This design comes from an exercise in tuning for small area on the open sky130 flow, not from production work. Where RTL was checked, it was by simulation tests only, not by an equivalence proof against the original.

Setup of run H:
==> module check_receive_window, before the edit <==
module check_receive_window (
	input clk,
	input rst_n,
	input [63:0] in_tt_data,
	input [7:0] in_tt_ctrl,
	input in_tt_wr,
	input in_buffer_rdy,
	input in_table_wr,
	input [15:0] in_port_number,
	input [15:0] in_buffer_number,
	input [63:0] in_window_start,
	input [63:0] in_window_end,
	input [63:0] in_global_time,
	input [15:0] in_flow_id,
	input in_tt_flag,
	input [15:0] in_tt_length,
	output reg out_tt_flag_clear,
	output [63:0] out_buffer_data,
	output [7:0] out_buffer_ctrl,
	output out_buffer_wr,
	output out_tt_rdy,
	output [3:0] out_switch_port,
	output [3:0] out_switch_buffer,
	output reg out_table_rdy
);
	localparam CHECK_TIME = 2'd0, WAIT_DATA = 2'd1, DROP_DATA = 2'd2, CHECK_ID = 2'd3;
	reg entry_active;           
	reg armed;                  
	reg [3:0] port_onehot;
	reg [3:0] buffer_number;
	reg [63:0] window_start;
	reg [63:0] window_end;
	reg [15:0] flow_id;
	reg [15:0] tt_length;
	reg [1:0] state2;
	reg [1:0] count;            
	reg header_ok;
	reg [63:0] word_a;          
	reg [63:0] word_b;          
	wire [63:0] end_plus;
	wire [64:0] inc_carry;
	assign end_plus[0] = window_end[0];
	assign end_plus[1] = ~window_end[1];
	assign end_plus[2] = window_end[2] ^ window_end[1];
	assign end_plus[3] = ~(window_end[3] ^ (window_end[2] & window_end[1]));
	assign inc_carry[4] = window_end[3] | (window_end[2] & window_end[1]);
	genvar gi;
	generate
		for (gi = 4; gi < 64; gi = gi + 1) begin : inc
			assign end_plus[gi] = window_end[gi] ^ inc_carry[gi];
			assign inc_carry[gi + 1] = window_end[gi] & inc_carry[gi];
		end
	endgenerate
	wire expired, start_ok, end_ok;
	ge64 ge_exp (.a(in_global_time), .b(end_plus), .y(expired));
	ge64 ge_start (.a(word_a), .b(window_start), .y(start_ok));
	ge64 ge_end (.a(window_end), .b(word_a), .y(end_ok));
	wire time_ok = start_ok && end_ok;
	wire id_ok = word_b[63:32] == {flow_id, tt_length};
	wire ctrl_end = in_tt_ctrl == 8'h01;
	wire in_check = state2 == CHECK_TIME;
	wire in_wait = state2 == WAIT_DATA;
	wire take0 = in_check && armed && count == 2'd0 && in_tt_wr;
	wire take1 = in_check && count == 2'd1 && in_tt_wr;
	wire fwd_hdr = in_wait && (count == 2'd1 || count == 2'd2);
	wire pass = in_wait && count == 2'd3;
	always @(posedge clk or negedge rst_n) begin
		if (!rst_n) begin
			entry_active <= 1'b0;
			armed <= 1'b0;
			out_table_rdy <= 1'b0;
			out_tt_flag_clear <= 1'b0;
		end else begin
			out_table_rdy <= !entry_active && !in_table_wr;
			out_tt_flag_clear <= entry_active && expired && in_tt_flag && header_ok;
			if (!entry_active) begin
				if (in_table_wr) begin
					entry_active <= 1'b1;
					armed <= 1'b1;
				end
			end else if (expired && (!in_tt_flag || header_ok)) begin
				entry_active <= 1'b0;
			end
		end
	end
	always @(posedge clk) begin
		if (!entry_active && in_table_wr) begin
			port_onehot <= {in_port_number == 16'd4, in_port_number == 16'd3,
			                in_port_number == 16'd2, in_port_number == 16'd1};
			buffer_number <= in_buffer_number[3:0];
			window_start <= in_window_start;
			window_end <= in_window_end;
			flow_id <= in_flow_id;
			tt_length <= in_tt_length;
		end
	end
	always @(posedge clk or negedge rst_n) begin
		if (!rst_n) begin
			state2 <= CHECK_TIME;
			count <= 2'd0;
			header_ok <= 1'b0;
		end else begin
			case (state2)
			CHECK_TIME: begin
				if (count == 2'd2) begin
					count <= 2'd0;
					if (time_ok) begin
						header_ok <= 1'b1;
						state2 <= CHECK_ID;
					end else begin
						state2 <= DROP_DATA;
					end
				end else if (take0 || take1) begin
					count <= count + 2'd1;
					header_ok <= 1'b0;
				end
			end
			CHECK_ID: state2 <= id_ok ? WAIT_DATA : DROP_DATA;
			DROP_DATA: if (ctrl_end) state2 <= CHECK_TIME;
			WAIT_DATA: begin
				if (count >= 2'd2 && ctrl_end) begin
					state2 <= CHECK_TIME;
					count <= 2'd0;
				end else if (count != 2'd3) begin
					count <= count + 2'd1;
				end
			end
			endcase
		end
	end
	always @(posedge clk) begin
		if (take0 || take1) word_b <= in_tt_data;
		if (take1 || (in_wait && count == 2'd1)) word_a <= word_b;
	end
	assign out_tt_rdy = (in_check && count == 2'd0) || state2 == DROP_DATA || (pass && in_buffer_rdy);
	assign out_buffer_wr = fwd_hdr || (pass && in_tt_wr);
	assign out_buffer_data = fwd_hdr ? word_a : in_tt_data;
	assign out_buffer_ctrl = fwd_hdr ? 8'd0 : in_tt_ctrl;
	assign out_switch_port = port_onehot;
	assign out_switch_buffer = buffer_number;
endmodule
Settings: LEC_CHECK=0, CAP_MARGIN=20, CORE_MARGIN=2, CORE_UTILIZATION=40, SLEW_MARGIN=20; clock period 5.0 ns.
standard.sh (not shown) runs the stock make flow with config.mk's settings and CLKGATE_MAP_FILE= SYNTH_SCRIPT=/design/flow/synth_recipe.tcl, a recipe that flattens the netlist after the stock synthesis.
==> flow/flow/run.sh <==
#!/bin/bash
# Standard ORFS layout with smaller port buffers and a leaner clock tree.
set -euo pipefail
export BUFFER_PORTS_ARGS="-buffer_cell sky130_fd_sc_hd__buf_1"
export CTS_ARGS="-sink_clustering_enable -repair_clock_nets -dont_use_dummy_load"
bash standard.sh > flow_make.log 2>&1
[flow] run H | stages: complete | final checks: fail | reason: setup timing
The inputs of run G differ from those of run H as listed below.
--- a/flow/design.v
+++ b/flow/design.v
@@ -37,20 +37,32 @@
 	reg [1:0] count;            
 	reg header_ok;
 	reg [63:0] word_a;          
 	reg [63:0] word_b;          
+	wire carry4 = window_end[3] | (window_end[2] & window_end[1]);
 	wire [63:0] end_plus;
-	wire [64:0] inc_carry;
+	wire [63:4] run;            
+	wire [15:0] blk;            
+	wire [15:0] blk_pre;        
 	assign end_plus[0] = window_end[0];
 	assign end_plus[1] = ~window_end[1];
 	assign end_plus[2] = window_end[2] ^ window_end[1];
 	assign end_plus[3] = ~(window_end[3] ^ (window_end[2] & window_end[1]));
-	assign inc_carry[4] = window_end[3] | (window_end[2] & window_end[1]);
+	assign blk_pre[1] = 1'b1;
 	genvar gi;
 	generate
+		for (gi = 1; gi < 16; gi = gi + 1) begin : blocks
+			assign blk[gi] = &window_end[4*gi+3:4*gi];
+			if (gi > 1) begin : pre
+				assign blk_pre[gi] = blk_pre[gi-1] & blk[gi-1];
+			end
+			assign run[4*gi] = blk_pre[gi];
+			assign run[4*gi+1] = blk_pre[gi] & window_end[4*gi];
+			assign run[4*gi+2] = blk_pre[gi] & (&window_end[4*gi+1:4*gi]);
+			assign run[4*gi+3] = blk_pre[gi] & (&window_end[4*gi+2:4*gi]);
+		end
 		for (gi = 4; gi < 64; gi = gi + 1) begin : inc
-			assign end_plus[gi] = window_end[gi] ^ inc_carry[gi];
-			assign inc_carry[gi + 1] = window_end[gi] & inc_carry[gi];
+			assign end_plus[gi] = window_end[gi] ^ (carry4 & run[gi]);
 		end
 	endgenerate
 	wire expired, start_ok, end_ok;
 	ge64 ge_exp (.a(in_global_time), .b(end_plus), .y(expired));
==> run summary <==
Run G completed; timing, DRC and antenna clean. Total of fill cells in the finished design in run G is 330 above run H. In the metrics for run G and run H, the one carrying the lower final-layout non-clock buffer area share is run G. Cmp run G vs run H: xor/xnor share of the synthesized area higher in run G. Least setup slack across all paths after layout, run G and run H: higher on run G. Multi-input combinational cell count for run G: 31% up relative to run H. Cmp run G and run H / sequential share of layout area / lower: run H. Going from run H to run G, share of the cycle needed by the critical path after routing lower, cell count higher. Compared with run H, run G shows a lower total internal power.
Only the layout flow was run in run H; the RTL was not checked for function there.

## re-timing with driven ports
The flow's constraints put no driver on any port. The routed layouts listed below were extracted and timed again, unchanged, in two steps. Step 1, drivers: a clkbuf_16 drives clk and a buf_2 each remaining input, both assumed. Step 2 adds t to the input delays and takes it off the output delays; t is the mean of the earliest and latest rising clock arrival at the registers after step 1. Input paths then give back, and output paths get back, about the clock's delay inside the block. Slacks: ideal ports / drivers / drivers and shift; pairs: ideal ports / drivers.
run	t, ns	slack for setup (ns)	worst hold slack (ns)	latest minus earliest clock arrival (ns)	worst data-port slew with drivers (ns)
run H	0.574	-6.485 / -6.485 / -6.485	0.408 / 0.408 / 0.408	0.034 / 0.034	0.10
run G	0.575	0.416 / 0.416 / 0.416	0.407 / 0.407 / 0.407	0.058 / 0.058	0.09
